Background: an optimization exercise with open tools, aiming at small area. Do not read the settings as production practice. Only simulation tests tie the RTL to the original design; equivalence was not proved. Power is estimated from default activity; no workload was simulated.

`flow/config.mk`:
```
export PLATFORM = sky130hd
export DESIGN_NAME = vending_machine
export DESIGN_NICKNAME = vending_machine
export VERILOG_FILES = /design/flow/design.v
export SDC_FILE = /design/flow/constraint.sdc
export NUM_CORES = 4
export LEC_CHECK = 0
export CAP_MARGIN = 20
export CORE_MARGIN = 2
export CORE_UTILIZATION = 40
export SLEW_MARGIN = 20
```
`flow/constraint.sdc`:
```
create_clock -name core_clock -period 10.0 [get_ports {clk}]
set_input_delay 2.0000 -clock core_clock [delete_from_list [all_inputs] [get_ports {clk}]]
set_output_delay 2.0000 -clock core_clock [all_outputs]
set_load 0.01 [all_outputs]
```
`flow/design.v`:
```
`timescale 1ns/1ps
module btn_debounce_pulse #(
    parameter integer CLK_HZ = 50_000_000,
    parameter integer DEBOUNCE_MS = 10
)(
    input  wire clk,            
    input  wire rst,            
    input  wire btn_raw_n,       
    output wire press_pulse,     
    output wire btn_stable       
);
    wire btn_raw = ~btn_raw_n;
    reg sync_ff1, sync_ff2;
    always @(posedge clk) begin
        if (rst) begin
            sync_ff1 <= 1'b0;
            sync_ff2 <= 1'b0;
        end else begin
        sync_ff1 <= btn_raw;
        sync_ff2 <= sync_ff1;
        end
    end
    localparam integer DEBOUNCE_CNT_MAX =
        (CLK_HZ / 1000) * DEBOUNCE_MS;
    reg [$clog2(DEBOUNCE_CNT_MAX+1)-1:0] debounce_cnt;
    reg btn_filtered;    
    reg sync_prev;    
    always @(posedge clk) begin
        if (rst) begin
            sync_prev    <= 1'b0;
            debounce_cnt <= 0;
            btn_filtered <= 1'b0;
        end else
        if (sync_ff2 != sync_prev) begin
            sync_prev   <= sync_ff2;
            debounce_cnt <= 0;
        end else begin
            if (debounce_cnt < DEBOUNCE_CNT_MAX)
                debounce_cnt <= debounce_cnt + 1;
            else
                btn_filtered <= sync_prev;
        end
    end
    assign btn_stable = btn_filtered;
    reg btn_filtered_d;
    always @(posedge clk)
        if (rst)
            btn_filtered_d <= 1'b0;
        else
            btn_filtered_d <= btn_filtered;
    assign press_pulse = btn_filtered & ~btn_filtered_d;
endmodule
`timescale 1ns/1ps
module vending_machine(
    input  wire clk,             
    input  wire rst,             
    input  wire resetBtn_n,       
    input  wire nickelBtn_n,      
    input  wire dimeBtn_n,        
    input  wire quarterBtn_n,     
    output reg  dispenseLed,      
    output reg  changeLed,        
    output reg  [6:0] segOut,     
    output reg  [5:0] digitSel    
);
    localparam [6:0] itemPrice = 7'd40;
    wire resetPulse, resetLevel;
    wire nickelPulse, dimePulse, quarterPulse;
    wire nickelLevel, dimeLevel, quarterLevel;
    btn_debounce_pulse #(.CLK_HZ(50_000_000), .DEBOUNCE_MS(10)) debounceReset (
        .clk(clk),
        .rst(rst),
        .btn_raw_n(resetBtn_n),
        .press_pulse(resetPulse),
        .btn_stable(resetLevel)
    );
    btn_debounce_pulse #(.CLK_HZ(50_000_000), .DEBOUNCE_MS(10)) debounceNickel (
        .clk(clk),
        .rst(rst),
        .btn_raw_n(nickelBtn_n),
        .press_pulse(nickelPulse),
        .btn_stable(nickelLevel)
    );
    btn_debounce_pulse #(.CLK_HZ(50_000_000), .DEBOUNCE_MS(10)) debounceDime (
        .clk(clk),
        .rst(rst),
        .btn_raw_n(dimeBtn_n),
        .press_pulse(dimePulse),
        .btn_stable(dimeLevel)
    );
    btn_debounce_pulse #(.CLK_HZ(50_000_000), .DEBOUNCE_MS(10)) debounceQuarter (
        .clk(clk),
        .rst(rst),
        .btn_raw_n(quarterBtn_n),
        .press_pulse(quarterPulse),
        .btn_stable(quarterLevel)
    );
    function [6:0] sevenSegDecode;
        input [3:0] digitValue;
        begin
            case (digitValue)
                4'd0: sevenSegDecode = 7'b1000000;
                4'd1: sevenSegDecode = 7'b1111001;
                4'd2: sevenSegDecode = 7'b0100100;
                4'd3: sevenSegDecode = 7'b0110000;
                4'd4: sevenSegDecode = 7'b0011001;
                4'd5: sevenSegDecode = 7'b0010010;
                4'd6: sevenSegDecode = 7'b0000010;
                4'd7: sevenSegDecode = 7'b1111000;
                4'd8: sevenSegDecode = 7'b0000000;
                4'd9: sevenSegDecode = 7'b0010000;
                default: sevenSegDecode = 7'b1111111;  
            endcase
        end
    endfunction
    reg [6:0] totalCents;
    wire enableLogic = 1'b1;
    always @(posedge clk) begin
        if (rst || resetLevel) begin
            totalCents <= 7'd0;
        end else if (enableLogic) begin
            if      (nickelPulse)  totalCents <= totalCents + 7'd5;
            else if (dimePulse)    totalCents <= totalCents + 7'd10;
            else if (quarterPulse) totalCents <= totalCents + 7'd25;
            else                   totalCents <= totalCents;
        end
    end
    wire [6:0] displayValue =
        (totalCents >= itemPrice) ? (totalCents - itemPrice) : totalCents;
    wire [3:0] onesDigit = displayValue % 10;
    wire [3:0] tensDigit = displayValue / 10;
    reg [15:0] muxCounter;
    reg activeDigit;
    always @(posedge clk) begin
        if (rst) begin
            muxCounter  <= 16'd0;
            activeDigit <= 1'b0;
        end else begin
        muxCounter <= muxCounter + 1;
        if (muxCounter == 16'd25000) begin
            muxCounter <= 0;
            activeDigit <= ~activeDigit;
        end
        end
    end
    always @(*) begin
        dispenseLed = 1'b0;
        changeLed   = 1'b0;
        if (!resetLevel && totalCents >= itemPrice) begin
            dispenseLed = 1'b1;
            changeLed   = (totalCents > itemPrice);
        end
        segOut   = 7'b1111111;
        digitSel = 6'b111111;
        if (resetLevel) begin
            if (!activeDigit) begin
                digitSel = 6'b011111;  
                segOut   = sevenSegDecode(4'd0);
            end else begin
                digitSel = 6'b101111;  
                segOut   = sevenSegDecode(4'd0);
            end
        end else begin
            if (!activeDigit) begin
                digitSel = 6'b011111;  
                segOut   = sevenSegDecode(onesDigit);
            end else begin
                digitSel = 6'b101111;  
                segOut   = sevenSegDecode(tensDigit);
            end
        end
    end
endmodule
```
`flow/run.sh`:
```
#!/bin/bash
# synth_recipe.tcl (not shown) runs the flow's synth.tcl, then flattens the netlist and writes it again
# the make line also repeats each setting of config.mk as NAME=value (left out here)
make -C /OpenROAD-flow-scripts/flow DESIGN_CONFIG=/design/flow/config.mk WORK_HOME=/design/flow/orfs CLKGATE_MAP_FILE= SYNTH_SCRIPT=/design/flow/synth_recipe.tcl finish
```
==> qor.txt, run 1 <==
Switching part of the total power -> 19.5%
Normalized max-slew margin -> 42.1%
Port bufs -> 16
Die area -> 17800 um2
Die height -> 133 um
Area contributors post-synth -> dfxtp_1 (36%), nor2_1 (6.9%), xor2_1 (6.8%)
Mapped Avg Cell Area -> 8.06 um2
Kind of critical path -> reg2out
P_sw -> 0.000222 W
Seq pwr share -> 42.7%
CTS Buf Count -> 17
I/O Pins -> 21
Gr ovfl total -> 0
Pre-antenna DRT Iters -> 5
Synth cell types -> 65
Routing usage on met1 -> 20.6%
Worst Skew -> 6.96 ps
Clock tree from TritonCTS -> done
Sequential area share after synthesis -> 35.6%
DRT iter0 DRCs -> 407
Initial core utilization -> 40.7%
Die Wd -> 133 um
Synth warnings -> 2
Layout cells sized above 1 -> 5.44%
PwrDens -> 151 nW/um2
Setup-failing EPs final -> 0
Peak VDD IR -> 138 uV
Final GP Congestion -> 0.823
Post-synth EDFFs -> 0
H-tree depth -> 4
Initial antenna violation count -> 0
Most common cell after layout, fill and taps aside -> nor2_1
Post-DP HPWL -> 8.97 mm
Pint -> 0.000920 W
CP startpoint kind -> flop
Hold Fails Final Rpt -> 0
Area leader, netlist -> dfxtp_1
Dpl cell area -> 6970 um2
Top cell type's share of synthesized area -> 35.6%
Critical Path RT -> 8000 ps
Antenna Cells -> 0
CP arrival -> 7160 ps
FP Rows -> 47
GR Util All Layers -> 15.2%
Clock Path Buffers -> 2
Max Clock Freq -> 0.109 GHz
Post-DRT Antenna Nets -> 0
Via count -> 5519
Critical-path maximum fanout -> 15
Setup TNS -> 0 ps
Post-synth top flop -> dfxtp_1
GR peak layer -> met2
Postcts setup bufs -> 0
Design Area, Final -> 7580 um2
Most frequent cells in the layout -> nor2_1 (124), dfxtp_1 (119), nand2_1 (74)
Crit share post-route -> 91.6%
Clock tree root driver cell -> clkbuf_16
Gate count after technology mapping -> 831
Cell Area, Synth -> 6700 um2
Detailed Route WL -> 12.9 mm
DRC viols -> 0
Final Net Count -> 869
DR WL/cell -> 12.1 um
Slew of the pin with the lowest slew margin -> 865 ps
Kind of end point of the critical path -> output port
# fillers -> 1644
Met2 global-route usage -> 23.7%
Number of global-route vias before repair -> 5058
CORE AREA -> 16500 um2
# clock sinks -> 119
Largest net degree at the start of global routing -> 27
Post-Route Utilization -> 46.0%
Final Max Tran Viols -> 0
Maxcap violations -> 0
Crit path time final -> 9160 ps
Yosys reg bits -> 119
Hold_buf cts -> 0
CTS clk-pin slew, worst paths -> 50 ps
DR vias/cell -> 5.18
Clock latency (worst-skew pair) -> 410 ps
Area growth from synthesis to layout -> 13.2%
Clock power frac -> 54.9%
Combinational Power Share -> 2.3%
P_leak -> 2.81 nW
First-pass GRT wire length -> 22.9 mm
Met3 Usage GRT -> 4.22%
RSZ-0062 raised after global routing -> no
Post-CTS Resized -> 0
Ys async rst share -> 0%
Status -> complete, no violations
Worst min path class -> reg2reg
-- sequential cells by signal, summed over array words and instances (netlist names), 7 cells and up --
name	flops
muxCounter	16
debounceQuarter.debounce_cnt	19
debounceNickel.debounce_cnt	19
totalCents	7
debounceReset.debounce_cnt	19
debounceDime.debounce_cnt	19
-- worst max-delay path, stage by stage, from the launching register on --
cell and delay (ps):
dfxtp_1 590, inv_1 240, ha_1 360, or4_1 450, a21o_1 240, clkinv_2 80, ha_1 250, nor2_1 100
a32oi_1 160, o21ai_2 240, a21oi_1 190, nor4_2 340, or4_1 450, inv_2 220, or4_1 540, and3_1 180
and2_4 220, xnor2_2 280, inv_1 140, ha_1 260, inv_1 70, nor3_1 40, a221oi_1 290, o21ai_1 110
o32ai_1 130, clkdlybuf4s50_1 580
-- cell type report --
class	count	area (um2)	area share, %
multi-input combinational	654	4050	53.5
inverter	23	87.6	1.16
clock inverter	9	148	1.95
clock buffer	23	468	6.17
tap	220	275	3.63
timing repair buffer	17	168	2.21
sequential	119	2380	31.4
-- final timing paths --
| check | from | endpoint | slack (ps) | cells past startpoint |
|---|---|---|---|---|
| max | totalCents[3]$_SDFFE_PP0P_ | segOut[4] | 840 | 25 |
| min | debounceQuarter.sync_ff1$_SDFF_PP0_ | debounceQuarter.sync_ff2$_SDFF_PP0_ | 440 | 1 |
| max reg2reg | debounceNickel.debounce_cnt[9]$_SDFFE_PP0N_ | debounceNickel.debounce_cnt[11]$_SDFFE_PP0N_ | 7320 | 8 |
| min reg2reg | debounceQuarter.sync_ff1$_SDFF_PP0_ | debounceQuarter.sync_ff2$_SDFF_PP0_ | 440 | 1 |
-- per-stage QoR --
step           instances  worst slack, ps  hold WS [ps]  power, W
3_3_place_gp        1033             1450           418  0.000525
6_report            1065              843           436   0.00114
2_1_floorplan        834             2630           414  0.000519
3_5_place_dp        1033             1300           429  0.000525
4_1_cts             1065              847           441   0.00116
5_1_grt             1065              306           468   0.00119
-- power groups by stage --
| stage | sequential (W) | clock, W | combinational (W) |
|---|---|---|---|
| floorplan | 0.000496 | 0 | 0.0000225 |
| global placement | 0.000497 | 0 | 0.0000271 |
| detailed placement | 0.000498 | 0 | 0.0000274 |
| CTS | 0.000488 | 0.000644 | 0.0000275 |
| global route | 0.000489 | 0.000668 | 0.0000311 |
| finish | 0.000488 | 0.000628 | 0.0000267 |
-- layer usage --
layer / vias up / part of all wire [%] / routed length, um
li1: 2895 / - / -
met1: 2527 / 51 / 6620
met2: 83 / 44 / 5700
met3: 14 / 3.3 / 422
met4: 0 / 1.1 / 148
met5: - / 0 / 0
-- cells in the mapped netlist (all sizes together), types with 2 or more instances --
cell	count
inv	21
and2	3
nor2	124
clkinv	2
mux2i	8
a22o	2
a311oi	6
nand2b	12
o22ai	3
buf	15
nor3	17
and4	5
o211ai	9
a21boi	3
and3	19
dfxtp	119
o21ai	33
clkbuf	23
a221oi	6
a31oi	11
a211oi	6
nand2	74
nor4	11
a211o	2
nand3	48
xnor2	34
nand4	14
or4	7
nor2b	18
o32ai	2
or3	13
a21o	3
ha	31
o31ai	7
xor2	52
or2	7
a21oi	46
a32oi	2
-- cell families (layout without fill, tap and decap cells) --
kind of cell / Yosys count / count (layout) / synth area share, %
other cells: 1 / 4 / 0.0560
buf+inv: 61 / 72 / 4.11
compound gates: 150 / 150 / 14.7
flops: 119 / 119 / 35.6
xor+xnor: 87 / 87 / 11.7
simple gates: 373 / 373 / 26.8
mux: 9 / 9 / 1.36
fa+ha+maj: 31 / 31 / 5.79
==> run 2: changes to the inputs <==
==> flow/design.v (replaced) <==
`timescale 1ns/1ps
module btn_debounce_pulse #(
    parameter integer CLK_HZ = 50_000_000,
    parameter integer DEBOUNCE_MS = 10
)(
    input  wire clk,
    input  wire rst,
    input  wire btn_raw_n,
    output wire press_pulse,
    output wire btn_stable
);
    reg sync_ff1, sync_ff2, sync_prev;
    always @(posedge clk) begin
        sync_ff1  <= ~(btn_raw_n | rst);
        sync_ff2  <= sync_ff1 & ~rst;
        sync_prev <= sync_ff2 & ~rst;
    end
    wire change = sync_ff2 ^ sync_prev;
    reg [18:0] cnt;
    always @(posedge clk)
        cnt <= ~({cnt[17:0], ~(cnt[18] ^ cnt[5])} | {19{change}});
    wire fire = ~change & (cnt == 19'h5ce5e);
    reg btn_filtered, btn_filtered_d;
    always @(posedge clk) begin
        btn_filtered   <= ~rst & (fire ? sync_prev : btn_filtered);
        btn_filtered_d <= ~rst & btn_filtered;
    end
    assign btn_stable  = btn_filtered;
    assign press_pulse = btn_filtered & ~btn_filtered_d;
endmodule
`timescale 1ns/1ps
module vending_machine(
    input  wire clk,
    input  wire rst,
    input  wire resetBtn_n,
    input  wire nickelBtn_n,
    input  wire dimeBtn_n,
    input  wire quarterBtn_n,
    output reg  dispenseLed,
    output reg  changeLed,
    output reg  [6:0] segOut,
    output reg  [5:0] digitSel
);
    wire resetPulse, resetLevel;
    wire nickelPulse, dimePulse, quarterPulse;
    wire nickelLevel, dimeLevel, quarterLevel;
    btn_debounce_pulse debounceReset (.clk(clk), .rst(rst), .btn_raw_n(resetBtn_n),
        .press_pulse(resetPulse), .btn_stable(resetLevel));
    btn_debounce_pulse debounceNickel (.clk(clk), .rst(rst), .btn_raw_n(nickelBtn_n),
        .press_pulse(nickelPulse), .btn_stable(nickelLevel));
    btn_debounce_pulse debounceDime (.clk(clk), .rst(rst), .btn_raw_n(dimeBtn_n),
        .press_pulse(dimePulse), .btn_stable(dimeLevel));
    btn_debounce_pulse debounceQuarter (.clk(clk), .rst(rst), .btn_raw_n(quarterBtn_n),
        .press_pulse(quarterPulse), .btn_stable(quarterLevel));
    function [6:0] sevenSegDecode;
        input [3:0] digitValue;
        begin
            case (digitValue)
                4'd0: sevenSegDecode = 7'b1000000;
                4'd1: sevenSegDecode = 7'b1111001;
                4'd2: sevenSegDecode = 7'b0100100;
                4'd3: sevenSegDecode = 7'b0110000;
                4'd4: sevenSegDecode = 7'b0011001;
                4'd5: sevenSegDecode = 7'b0010010;
                4'd6: sevenSegDecode = 7'b0000010;
                4'd7: sevenSegDecode = 7'b1111000;
                4'd8: sevenSegDecode = 7'b0000000;
                4'd9: sevenSegDecode = 7'b0010000;
                default: sevenSegDecode = 7'b1111111;
            endcase
        end
    endfunction
    reg [6:0] totalCents;
    always @(posedge clk) begin
        if (rst || resetLevel)   totalCents <= 7'd0;
        else if (nickelPulse)    totalCents <= totalCents + 7'd5;
        else if (dimePulse)      totalCents <= totalCents + 7'd10;
        else if (quarterPulse)   totalCents <= totalCents + 7'd25;
    end
    wire [6:0] displayValue = (totalCents >= 7'd40) ? (totalCents - 7'd40) : totalCents;
    wire [3:0] onesDigit = displayValue % 10;
    wire [3:0] tensDigit = displayValue / 10;
    reg [14:0] muxCounter;
    reg activeDigit;
    wire muxWrap = (muxCounter == 15'h8c);
    wire muxClear = rst | muxWrap;
    always @(posedge clk) begin
        muxCounter  <= ~({muxCounter[13:0], ~(muxCounter[14] ^ muxCounter[0])} | {15{muxClear}});
        activeDigit <= ~rst & (activeDigit ^ muxWrap);
    end
    always @(*) begin
        dispenseLed = ~resetLevel & (totalCents >= 7'd40);
        changeLed   = ~resetLevel & (totalCents > 7'd40);
        digitSel    = activeDigit ? 6'b101111 : 6'b011111;
        if (resetLevel)
            segOut = sevenSegDecode(4'd0);
        else
            segOut = sevenSegDecode(activeDigit ? tensDigit : onesDigit);
    end
endmodule
--- a/flow/config.mk
+++ b/flow/config.mk
@@ -8,4 +8,6 @@
 export CAP_MARGIN = 20
 export CORE_MARGIN = 2
 export CORE_UTILIZATION = 40
+export CTS_BUF_LIST = sky130_fd_sc_hd__clkbuf_4
+export CTS_CLUSTER_SIZE = 30
 export SLEW_MARGIN = 20
==> qor.txt, run 2 <==
RR Endpoint -> totalCents[5]$_SDFFE_PP0P_
DR WL/cell -> 12.8 um (+5.4%)
Clock tree from TritonCTS -> done
Post-DRT Antenna Nets -> 0 (unchanged)
# clock sinks -> 118 (-0.84%)
Critical path's largest stage delay -> 710 ps (+120 ps)
DRT iter0 DRCs -> 217 (-47%)
Final GP Congestion -> 0.886 (+7.7%)
Worst min path class -> reg2reg
Clock tree root driver cell -> clkbuf_4
Hold_buf cts -> 0 (unchanged)
Most common cell after layout, fill and taps aside -> nor2_1
Ys async rst share -> 0% (unchanged)
Final Max Tran Viols -> 0 (unchanged)
Crit path buffers/inverters -> 6 (unchanged)
Crit share post-route -> 85.3% (-6.3 points)
Pre-CTS setup slack -> 2050 ps (+754 ps)
Largest net degree at the start of global routing -> 24 (-11%)
Pre-antenna DRT Iters -> 5 (unchanged)
Critical-path maximum fanout -> 18 (+3)
Synth warnings -> 2 (unchanged)
Top layer in use -> met4
Post-DP HPWL -> 6.42 mm (-28%)
Cell Area, Synth -> 4910 um2 (-27%)
Most frequent CP cell -> inv_1
Post-synth EDFFs -> 0 (unchanged)
Clock latency (worst-skew pair) -> 500 ps (+90 ps)
Crit-path slowest cell -> dfxtp_1
DR vias/cell -> 5.17 (-0.26%)
Critical Path RT -> 8000 ps (about the same)
CTS Buf Count -> 17 (unchanged)
P_leak -> 2.17 nW (-23%)
Via count -> 3675 (-33%)
Layout cells sized above 1 -> 10.5% (+5.0 points)
Die height -> 115 um (-14%)
Final Net Count -> 575 (-34%)
Levels on crit path -> 24 (-4.0%)
RSZ-0062 raised after global routing -> no
Gate count after technology mapping -> 534 (-36%)
WL met1 -> 4.42 mm (-33%)
Top cell type's share of synthesized area -> 48.1% (+13 points)
Worst R2R Start -> totalCents[3]$_SDFFE_PP0P_
Peak VDD IR -> 106 uV (-23%)
Post-CTS Resized -> 0 (unchanged)
Crit path max-delay family -> compound AO/OA/AOI/OAI gates
Kind of critical path -> reg2out
Setup TNS -> 0 ps (unchanged)
Area contributors post-synth -> dfxtp_1 (48%), nor2_1 (9.8%), ha_1 (4.6%)
Total power -> 0.00105 W (-8.5%)
Synth top cells by count -> nor2_1 (128), dfxtp_1 (118), a21oi_1 (21), nand2_1 (20), ha_1 (18)
Slew of the pin with the lowest slew margin -> 799 ps (-65.1 ps)
Area leader, netlist -> dfxtp_1
Most frequent cells in the layout -> nor2_1 (128), dfxtp_1 (118), a21oi_1 (21)
CORE AREA -> 12000 um2 (-27%)
Worst setup endpoint -> segOut[6]
Port bufs -> 16 (unchanged)
Antenna Cells -> 0 (unchanged)
Die Wd -> 115 um (-14%)
Normalized max-slew margin -> 46.5% (+4.4 points)
CP arrival -> 6530 ps (-630 ps)
Crit. Startpoint -> totalCents[3]$_SDFFE_PP0P_
FF-to-FF setup slack -> 8050 ps (+730 ps)
Postcts setup bufs -> 0 (unchanged)
# fillers -> 1191 (-28%)
Crit path time final -> 8530 ps (-630 ps)
Cell with the most instances after synthesis -> nor2_1
FP Rows -> 40 (-15%)
GR Util All Layers -> 14.7% (-0.49 points)
Hold Fails Final Rpt -> 0 (unchanged)
Clock Path Buffers -> 2 (unchanged)
Post-Route Utilization -> 45.7% (-0.34 points)
Area growth from synthesis to layout -> 11.7%
Status -> complete, no violations
Post-synth top flop -> dfxtp_1
Gr ovfl total -> 0 (unchanged)
Met3 WL -> 381 um (-9.7%)
Maxcap violations -> 0 (unchanged)
Detailed Route WL -> 9.07 mm (-30%)
WL met2 -> 4.17 mm (-27%)
PwrDens -> 190 nW/um2 (+26%)
R2R depth -> 8 (unchanged)
CP startpoint kind -> flop
Max Clock Freq -> 0.117 GHz (+7.4%)
First-pass GRT wire length -> 15.5 mm (-32%)
Number of global-route vias before repair -> 3435 (-32%)
I/O Pins -> 21 (unchanged)
Setup-failing EPs final -> 0 (unchanged)
H-tree depth -> 4 (unchanged)
CTS clk-pin slew, worst paths -> 110 ps (+60 ps)
Kind of end point of the critical path -> output port
Multi-input gate area -> 2390 um2 (-41%)
Sequential area share after synthesis -> 48.1% (+13 points)
Initial antenna violation count -> 0 (unchanged)
DRC viols -> 0 (unchanged)
Mapped Avg Cell Area -> 9.20 um2 (+14%)
Synth cell types -> 74 (+14%)
Worst-path cell chain -> inv_1 > ha_1 > inv_1 > o221a_2 > a21oi_1 > inv_1 > ha_1 > inv_1 > a221oi_2 > a41oi_2 > and2_1 > maj3_2 > a31oi_1 > o311ai_1 > a211oi_2 > nor2_1 > o31ai_2 > inv_1 > ha_1 > o21ai_0 > nand3_1 > a311oi_1 > o21ai_1 > clkdlybuf4s50_1
Worst Skew -> 14.2 ps (+7.19 ps)
Initial core utilization -> 40.9% (+0.23 points)
Die area -> 13200 um2 (-26%)
Register area -> 2360 um2 (-0.84%)
Yosys reg bits -> 118 (-0.84%)
Worst setup margin -> 1470 ps (+630 ps)
-- run 2: report_power, final --
| group | total (W) | switching, W | internal (W) | leakage [nW] |
|---|---|---|---|---|
| Combinational | 0.0000732 | 0.0000333 | 0.0000399 | 1.02 |
| Clock | 0.000357 | 0.000182 | 0.000175 | 0.165 |
| Sequential | 0.000615 | 0.0000490 | 0.000566 | 0.986 |
| Total | 0.00105 | 0.000264 | 0.000781 | 2.17 |
-- run 2: how the worst min path moves through the flow --
| stage | start | to | cells past startpoint |
|---|---|---|---|
| after floorplan | muxCounter[7]$_DFF_P_ | muxCounter[8]$_DFF_P_ | 1 |
| after global placement | debounceDime.cnt[8]$_DFF_P_ | debounceDime.cnt[9]$_DFF_P_ | 1 |
| after detailed placement | debounceNickel.cnt[8]$_DFF_P_ | debounceNickel.cnt[9]$_DFF_P_ | 1 |
| after CTS | debounceReset.cnt[8]$_DFF_P_ | debounceReset.cnt[9]$_DFF_P_ | 1 |
| after global routing | debounceReset.cnt[8]$_DFF_P_ | debounceReset.cnt[9]$_DFF_P_ | 1 |
| final | debounceReset.cnt[8]$_DFF_P_ | debounceReset.cnt[9]$_DFF_P_ | 1 |
-- run 2: worst reg2reg max path: stages, from the launching register on --
cell	delay (ps)
dfxtp_1	710
inv_1	210
ha_1	250
nand2_1	60
a21oi_1	60
o21ai_0	210
a41oi_1	80
xnor2_1	210
nor2_1	50
-- run 2: cell type report --
type / count / area share [%]
Clock buffer: 17 / 2.33
Clock inverter: 15 / 3.24
Inverter: 16 / 1.09
Multi-Input combinational cell: 379 / 43.6
Sequential cell: 118 / 43.0
Tap cell: 147 / 3.35
Timing Repair Buffer: 19 / 3.33
-- run 2: per-stage QoR --
step / std cells / instance area [um2] / hold WS, ps
6_report: 711 / 5490 / 393
5_1_grt: 711 / 5490 / 416
4_1_cts: 711 / 5490 / 393
3_5_place_dp: 679 / 5180 / 392
3_3_place_gp: 679 / 5180 / 391
2_1_floorplan: 537 / 4930 / 378
-- run 2: per-layer routing --
| layer | GRT usage (%) | vias up |
|---|---|---|
| met5 | 0 | - |
| met4 | 6.10 | 0 |
| met3 | 4.59 | 8 |
| met2 | 22.9 | 86 |
| met1 | 19.0 | 1701 |
| li1 | - | 1880 |
-- run 2: kinds of logic after synthesis --
family	Yosys count	synth area share, %
AOI/OAI and AO/OA	86	13.3
xor gates and xnor gates	20	3.56
adders and majority gates	19	4.81
buffers and inverters	40	3.59
DFF	118	48.1
muxes	8	1.71
other	1	0.0763
and+or+nand+nor	242	24.9
==> run 3: changes to the inputs <==
--- a/flow/config.mk
+++ b/flow/config.mk
@@ -8,6 +8,4 @@
 export CAP_MARGIN = 20
 export CORE_MARGIN = 2
 export CORE_UTILIZATION = 40
-export CTS_BUF_LIST = sky130_fd_sc_hd__clkbuf_4
-export CTS_CLUSTER_SIZE = 30
 export SLEW_MARGIN = 20
==> qor.txt, run 3 <==
Post-DP HPWL -> 6.42 mm (unchanged)
P_sw -> 0.000297 W (+13%)
First-pass GRT wire length -> 16.0 mm (+2.9%)
Mapped Avg Cell Area -> 9.20 um2 (unchanged)
Detailed Route WL -> 9.24 mm (+2.0%)
Critical-path maximum fanout -> 18 (unchanged)
DR WL/cell -> 13.0 um (+2.0%)
Crit path time final -> 8410 ps (-114 ps)
H-tree depth -> 4 (unchanged)
Port bufs -> 16 (unchanged)
I/O Pins -> 21 (unchanged)
Slew of the pin with the lowest slew margin -> 811 ps (+11.5 ps)
CP startpoint kind -> flop
Dpl cell area -> 5180 um2 (unchanged)
Most frequent cells in the layout -> nor2_1 (128), dfxtp_1 (118), a21oi_1 (21)
Cell Area, Synth -> 4910 um2 (unchanged)
Most common cell after layout, fill and taps aside -> nor2_1
Largest net degree at the start of global routing -> 24 (unchanged)
Post-CTS Resized -> 0 (unchanged)
Maxcap violations -> 0 (unchanged)
Hold Slack -> 396 ps (+3.29 ps)
CTS Buf Count -> 17 (unchanged)
GR Util All Layers -> 15.2% (+0.48 points)
Cell with the most instances after synthesis -> nor2_1
Hold Fails Final Rpt -> 0 (unchanged)
Post-synth EDFFs -> 0 (unchanged)
Clock latency (worst-skew pair) -> 410 ps (-90 ps)
Die height -> 115 um (unchanged)
# fillers -> 1155 (-3.0%)
Clock Path Buffers -> 2 (unchanged)
Final Net Count -> 575 (unchanged)
Initial antenna violation count -> 0 (unchanged)
Yosys reg bits -> 118 (unchanged)
Pint -> 0.00101 W (+29%)
Postcts setup bufs -> 0 (unchanged)
Kind of critical path -> reg2out
Crit share post-route -> 84.1% (-1.1 points)
Cell depth of the worst min-delay path -> 1 (unchanged)
CORE AREA -> 12000 um2 (unchanged)
PwrDens -> 225 nW/um2 (+18%)
Layout cells sized above 1 -> 10.6% (+0.18 points)
Peak VDD IR -> 169 uV (+59%)
RR Endpoint -> totalCents[5]$_SDFFE_PP0P_
Setup TNS -> 0 ps (unchanged)
Antenna Cells -> 0 (unchanged)
# clock sinks -> 118 (unchanged)
Pre-antenna DRT Iters -> 6 (+1)
Kind of end point of the critical path -> output port
Ys async rst share -> 0% (unchanged)
Gate count after technology mapping -> 534 (unchanged)
Gr ovfl total -> 0 (unchanged)
RSZ-0062 raised after global routing -> no
Setup-failing EPs final -> 0 (unchanged)
DRC viols -> 0 (unchanged)
Post-DRT Antenna Nets -> 0 (unchanged)
Hold Path Sink -> debounceReset.cnt[9]$_DFF_P_
Die area -> 13200 um2 (unchanged)
Worst R2R Start -> totalCents[3]$_SDFFE_PP0P_
Number of global-route vias before repair -> 3512 (+2.2%)
CP arrival -> 6410 ps (-120 ps)
Area leader, netlist -> dfxtp_1
Clock tree from TritonCTS -> done
Max Clock Freq -> 0.119 GHz (+1.4%)
Area growth from synthesis to layout -> 17.9%
Synth cell types -> 74 (unchanged)
Clock power frac -> 47.1% (+13 points)
Hold_buf cts -> 0 (unchanged)
DR vias/cell -> 5.15 (-0.41%)
FF-to-FF setup slack -> 8050 ps (about the same)
Area contributors post-synth -> dfxtp_1 (48%), nor2_1 (9.8%), ha_1 (4.6%)
Sequential area share after synthesis -> 48.1% (unchanged)
Seq pwr share -> 47.3% (-12 points)
Hold_sp -> debounceReset.cnt[8]$_DFF_P_
Switching part of the total power -> 22.8% (-2.5 points)
Worst Skew -> 8.24 ps (-5.91 ps)
Normalized max-slew margin -> 45.8% (-0.77 points)
Status -> complete, no violations
Initial core utilization -> 40.9% (unchanged)
DRT iter0 DRCs -> 219 (+0.92%)
Via count -> 3660 (-0.41%)
Die Wd -> 115 um (unchanged)
Final Max Tran Viols -> 0 (unchanged)
Clock tree root driver cell -> clkbuf_16
Critical Path RT -> 8000 ps (about the same)
Synth top cells by count -> nor2_1 (128), dfxtp_1 (118), a21oi_1 (21), nand2_1 (20), ha_1 (18)
CTS clk-pin slew, worst paths -> 60 ps (-50 ps)
Design Area, Final -> 5800 um2 (+5.6%)
P_leak -> 2.31 nW (+6.3%)
Post-Route Utilization -> 48.3% (+2.6 points)
Synth warnings -> 2 (unchanged)
Top cell type's share of synthesized area -> 48.1% (unchanged)
Combinational Power Share -> 5.6% (-1.4 points)
FP Rows -> 40 (unchanged)
Worst min path class -> reg2reg
Final GP Congestion -> 0.886 (unchanged)
Post-synth top flop -> dfxtp_1
R2R depth -> 8 (unchanged)
-- run 3: cell types whose count changed in the layout (fill, tap and decap cells not counted), sizes merged --
cell    previous run  this run
clkbuf            17        18
clkinv             8         7
-- run 3: kinds of logic (layout without fill, tap and decap cells) --
kind of cell | after synthesis | after routing | share of synthesized area [%]
other | 1 | 4 | 0.0763
AO/OA/AOI/OAI | 86 | 86 | 13.3
adder cells (fa/ha/maj) | 19 | 19 | 4.81
flip-flops | 118 | 118 | 48.1
multiplexers | 8 | 8 | 1.71
AND/OR/NAND/NOR | 242 | 242 | 24.9
buffers and inverters | 40 | 67 | 3.59
XOR/XNOR | 20 | 20 | 3.56
-- run 3: power groups by stage --
stage	logic (W)	clock network (W)	registers (W)
finish	0.0000737	0.000615	0.000617
global route	0.0000864	0.000652	0.000629
floorplan	0.0000623	0	0.000611
detailed placement	0.0000753	0	0.000625
global placement	0.0000717	0	0.000623
CTS	0.0000760	0.000628	0.000618
-- run 3: cell type report --
type,instances,area [um2],share of cell area (%)
Tap cell,147,184,3.17
Sequential cell,118,2360,40.8
Multi-Input combinational cell,379,2390,41.3
Inverter,16,60.1,1.04
Clock buffer,18,439,7.58
Clock inverter,14,174,3.00
Timing Repair Buffer,19,183,3.15
-- run 3: critical path, cell delays in order, from the launching register on --
cell             delay [ps]
dfxtp_1                 700
inv_1                   210
ha_1                    490
inv_1                   130
o221a_2                 260
a21oi_1                 150
inv_1                    60
ha_1                    330
inv_1                    90
a221oi_2                300
a41oi_2                 100
a21boi_1                220
o221ai_2                180
nor4_4                  340
o21ai_1                 110
a211oi_2                340
nor2_1                   90
o31ai_2                 420
inv_1                   170
ha_1                    260
o21ai_0                  80
nand3_1                 100
a311oi_1                280
o21ai_1                 100
clkdlybuf4s50_1         480
-- run 3: metal layers --
metal | wire [um] | part of all wire [%] | vias up | global-route usage (%)
met1 | 4510 | 49 | 1695 | 19.2
li1 | - | - | 1880 | -
met2 | 4280 | 46 | 74 | 24.3
met4 | 98 | 1.1 | 0 | 6.35
met5 | 0 | 0 | - | 0
met3 | 349 | 3.8 | 11 | 4.59
-- run 3: worst max path at each step --
stage	startpoint	slack (ps)	endpoint
final	totalCents[3]$_SDFFE_PP0P_	1590	segOut[6]
after global routing	totalCents[3]$_SDFFE_PP0P_	950	segOut[6]
after CTS	totalCents[3]$_SDFFE_PP0P_	1600	segOut[6]
after detailed placement	totalCents[3]$_SDFFE_PP0P_	2050	segOut[6]
after global placement	totalCents[3]$_SDFFE_PP0P_	2300	segOut[6]
after floorplan	totalCents[3]$_SDFFE_PP0P_	3030	segOut[6]
-- run 3: per-stage QoR --
stage / setup WS, ps / instances / power (W)
floorplan: 3030 / 537 / 0.000674
global placement: 2300 / 679 / 0.000695
detailed placement: 2050 / 679 / 0.000700
CTS: 1600 / 711 / 0.00132
global route: 949 / 711 / 0.00137
finish: 1590 / 711 / 0.00131
==> run 4: changes to the inputs <==
--- a/flow/config.mk
+++ b/flow/config.mk
@@ -8,4 +8,6 @@
 export CAP_MARGIN = 20
 export CORE_MARGIN = 2
 export CORE_UTILIZATION = 40
+export CTS_BUF_LIST = sky130_fd_sc_hd__clkbuf_8
+export CTS_CLUSTER_SIZE = 50
 export SLEW_MARGIN = 20
==> qor.txt, run 4 <==
Status -> complete, no violations
Switching part of the total power -> 24.3% (+1.6 points)
Clock tree from TritonCTS -> done
DRT iter0 DRCs -> 195 (-11%)
Dpl cell area -> 5180 um2 (unchanged)
P_sw -> 0.000277 W (-6.8%)
Initial core utilization -> 40.9% (unchanged)
Gr ovfl total -> 0 (unchanged)
Mapped Avg Cell Area -> 9.20 um2 (unchanged)
Post-DRT Antenna Nets -> 0 (unchanged)
Sequential area share after synthesis -> 48.1% (unchanged)
Non-filler instance count after layout -> 711 (unchanged)
Top cell type's share of synthesized area -> 48.1% (unchanged)
P_leak -> 2.22 nW (-3.8%)
Critical Path RT -> 8000 ps (about the same)
# clock sinks -> 118 (unchanged)
CORE AREA -> 12000 um2 (unchanged)
PwrDens -> 203 nW/um2 (-9.7%)
Post-DP HPWL -> 6.42 mm (unchanged)
CP startpoint kind -> flop
Setup TNS -> 0 ps (unchanged)
Kind of critical path -> reg2out
CTS Buf Count -> 17 (unchanged)
Max Clock Freq -> 0.118 GHz (-0.32%)
Number of global-route vias before repair -> 3468 (-1.3%)
Post-CTS Resized -> 0 (unchanged)
Post-synth top flop -> dfxtp_1
Initial antenna violation count -> 0 (unchanged)
DR vias/cell -> 5.19 (+0.85%)
Die height -> 115 um (unchanged)
Area growth from synthesis to layout -> 14.1%
Mux share of post-synthesis cell area -> 1.71% (unchanged)
Crit share post-route -> 84.4% (+0.27 points)
Design Area, Final -> 5610 um2 (-3.3%)
Adder-cell area share of the yosys netlist -> 4.81% (unchanged)
Largest net degree at the start of global routing -> 24 (unchanged)
Clock Path Buffers -> 2 (unchanged)
Normalized max-slew margin -> 46.1% (+0.30 points)
I/O Pins -> 21 (unchanged)
Combinational Power Share -> 6.4% (+0.8 points)
RSZ-0062 raised after global routing -> no
Post-synthesis simple-gate area fraction -> 24.9% (unchanged)
Synth warnings -> 2 (unchanged)
Die Wd -> 115 um (unchanged)
GR Util All Layers -> 14.8% (-0.41 points)
Most frequent cells in the layout -> nor2_1 (128), dfxtp_1 (118), a21oi_1 (21)
Detailed Route WL -> 9.14 mm (-1.1%)
Area contributors post-synth -> dfxtp_1 (48%), nor2_1 (9.8%), ha_1 (4.6%)
Clock power frac -> 39.5% (-7.6 points)
Placed cells -> 679 (unchanged)
Hold Fails Final Rpt -> 0 (unchanged)
Cell Area, Synth -> 4910 um2 (unchanged)
Antenna Cells -> 0 (unchanged)
Kind of end point of the critical path -> output port
Area leader, netlist -> dfxtp_1
Yosys reg bits -> 118 (unchanged)
Layout cells sized above 1 -> 10.6% (unchanged)
Port bufs -> 16 (unchanged)
Largest family of logic cells by synthesized area -> simple AND/OR/NAND/NOR gates
Seq pwr share -> 54.1% (+6.8 points)
Hold_buf cts -> 0 (unchanged)
Post-Route Utilization -> 46.7% (-1.6 points)
Most frequent CP cell -> inv_1
Ys async rst share -> 0% (unchanged)
Critical path's largest stage delay -> 710 ps (about the same)
CP arrival -> 6440 ps (+30 ps)
First-pass GRT wire length -> 15.6 mm (-2.4%)
Cell with the most instances after synthesis -> nor2_1
Peak VDD IR -> 147 uV (-13%)
Gate count after technology mapping -> 534 (unchanged)
Die area -> 13200 um2 (unchanged)
Xor/xnor share of the synthesized area -> 3.56% (unchanged)
Via count -> 3691 (+0.85%)
Postcts setup bufs -> 0 (unchanged)
Pint -> 0.000862 W (-14%)
Final Max Tran Viols -> 0 (unchanged)
Post-synth EDFFs -> 0 (unchanged)
Crit-path slowest cell -> dfxtp_1
Complex-gate fraction of the synthesized area -> 13.3% (unchanged)
FP Rows -> 40 (unchanged)
Clock latency (worst-skew pair) -> 420 ps (about the same)
Final GP Congestion -> 0.886 (unchanged)
Maxcap violations -> 0 (unchanged)
Worst Skew -> 10.3 ps (+2.10 ps)
Final Net Count -> 575 (unchanged)
Slew of the pin with the lowest slew margin -> 806 ps (-4.47 ps)
Most common cell after layout, fill and taps aside -> nor2_1
Pre-antenna DRT Iters -> 4 (-2)
Worst-path cell chain -> inv_1 > ha_1 > inv_1 > o221a_2 > a21oi_1 > inv_1 > ha_1 > inv_1 > a221oi_2 > a41oi_2 > and2_1 > maj3_2 > a31oi_1 > o311ai_1 > a211oi_2 > nor2_1 > o31ai_2 > inv_1 > ha_1 > o21ai_0 > nand3_1 > a311oi_1 > o21ai_1 > clkdlybuf4s50_1
H-tree depth -> 4 (unchanged)
Synth top cells by count -> nor2_1 (128), dfxtp_1 (118), a21oi_1 (21), nand2_1 (20), ha_1 (18)
Clock tree root driver cell -> clkbuf_8
DR WL/cell -> 12.9 um (-1.1%)
Worst min path class -> reg2reg
Crit path time final -> 8440 ps (+26.9 ps)
Setup-failing EPs final -> 0 (unchanged)
Critical-path maximum fanout -> 18 (unchanged)
CTS clk-pin slew, worst paths -> 70 ps (about the same)
Synth cell types -> 74 (unchanged)
DRC viols -> 0 (unchanged)
-- run 4: power groups by stage --
stage	Combinational [W]	Clock [W]	Sequential, W
2_1_floorplan	0.0000623	0	0.000611
3_3_place_gp	0.0000717	0	0.000623
3_5_place_dp	0.0000753	0	0.000625
4_1_cts	0.0000755	0.000463	0.000617
5_1_grt	0.0000859	0.000482	0.000628
6_report	0.0000734	0.000450	0.000616
-- run 4: final timing paths --
path / startpoint / to / depth (start not counted) / slack, ps
min reg2reg: debounceReset.cnt[8]$_DFF_P_ / debounceReset.cnt[9]$_DFF_P_ / 1 / 400
max: totalCents[3]$_SDFFE_PP0P_ / segOut[6] / 24 / 1560
max reg2reg: totalCents[3]$_SDFFE_PP0P_ / totalCents[5]$_SDFFE_PP0P_ / 8 / 8050
min: debounceReset.cnt[8]$_DFF_P_ / debounceReset.cnt[9]$_DFF_P_ / 1 / 400
-- run 4: logic make-up (layout without fill, tap and decap cells) --
| group | after synthesis | after routing |
|---|---|---|
| simple gates | 242 | 242 |
| fa+ha+maj | 19 | 19 |
| buf+inv | 40 | 67 |
| mux | 8 | 8 |
| xor+xnor | 20 | 20 |
| compound gates | 86 | 86 |
| flops | 118 | 118 |
| other cells | 1 | 4 |
-- run 4: layout make-up --
cell class | count | area [um2]
inverter | 16 | 60.1
multi-input combinational | 379 | 2390
tap | 147 | 184
clock buffer | 18 | 248
fill | 1177 | 6410
clock inverter | 14 | 174
sequential | 118 | 2360
timing repair buffer | 19 | 183
-- run 4: critical path, delay by kind of cell, from the launching register on --
kind	cells	cell delay, ps
buffers and inverters	6	1130
flip-flops	1	710
AO/OA/AOI/OAI	11	2330
AND/OR/NAND/NOR	3	430
adder cells (fa/ha/maj)	4	1410
-- run 4: per-layer routing --
layer  part of all wire [%]  global-route usage, %  vias to the layer above
met1                     49                   18.9                     1711
met2                     45                   23.5                       83
met5                      0                      0                        -
met4                    1.7                   6.35                        0
li1                       -                      -                     1880
met3                    4.3                   4.11                       17
-- run 4: metrics by stage --
stage                     total power, W  hold WS (ps)  setup slack [ps]
final                            0.00114           395              1560
after detailed placement        0.000700           392              2050
after CTS                        0.00115           401              1560
after global routing             0.00120           415               914
after floorplan                 0.000674           378              3030
after global placement          0.000695           391              2300

## what the ideal ports hide
Ports are ideal in the flow. The routed layouts listed here were re-timed in OpenROAD.
Step 1 sets driving cells, clkbuf_16 on the clock port and buf_2 on the other inputs (assumed; they add their load-dependent delay and slew).
Step 2, shift: input delay + t, output delay - t, t = (earliest + latest rising clock arrival at the registers) / 2. This alone moves slack from input paths to output paths.
a / b / c = ideal ports / drivers / drivers and shift; a / b = the first two.
run	t, ns	slack for setup (ns)	worst hold slack (ns)	latest minus earliest clock arrival (ns)
run 1	0.446	0.843 / 0.803 / 1.249	0.436 / 0.436 / 0.436	0.009 / 0.009
run 2	0.527	1.472 / 1.442 / 1.969	0.393 / 0.393 / 0.393	0.015 / 0.014
run 3	0.437	1.587 / 1.551 / 1.988	0.396 / 0.396 / 0.396	0.008 / 0.008
run 4	0.451	1.560 / 1.528 / 1.978	0.395 / 0.395 / 0.395	0.010 / 0.011
After both steps every run listed still meets setup and hold.
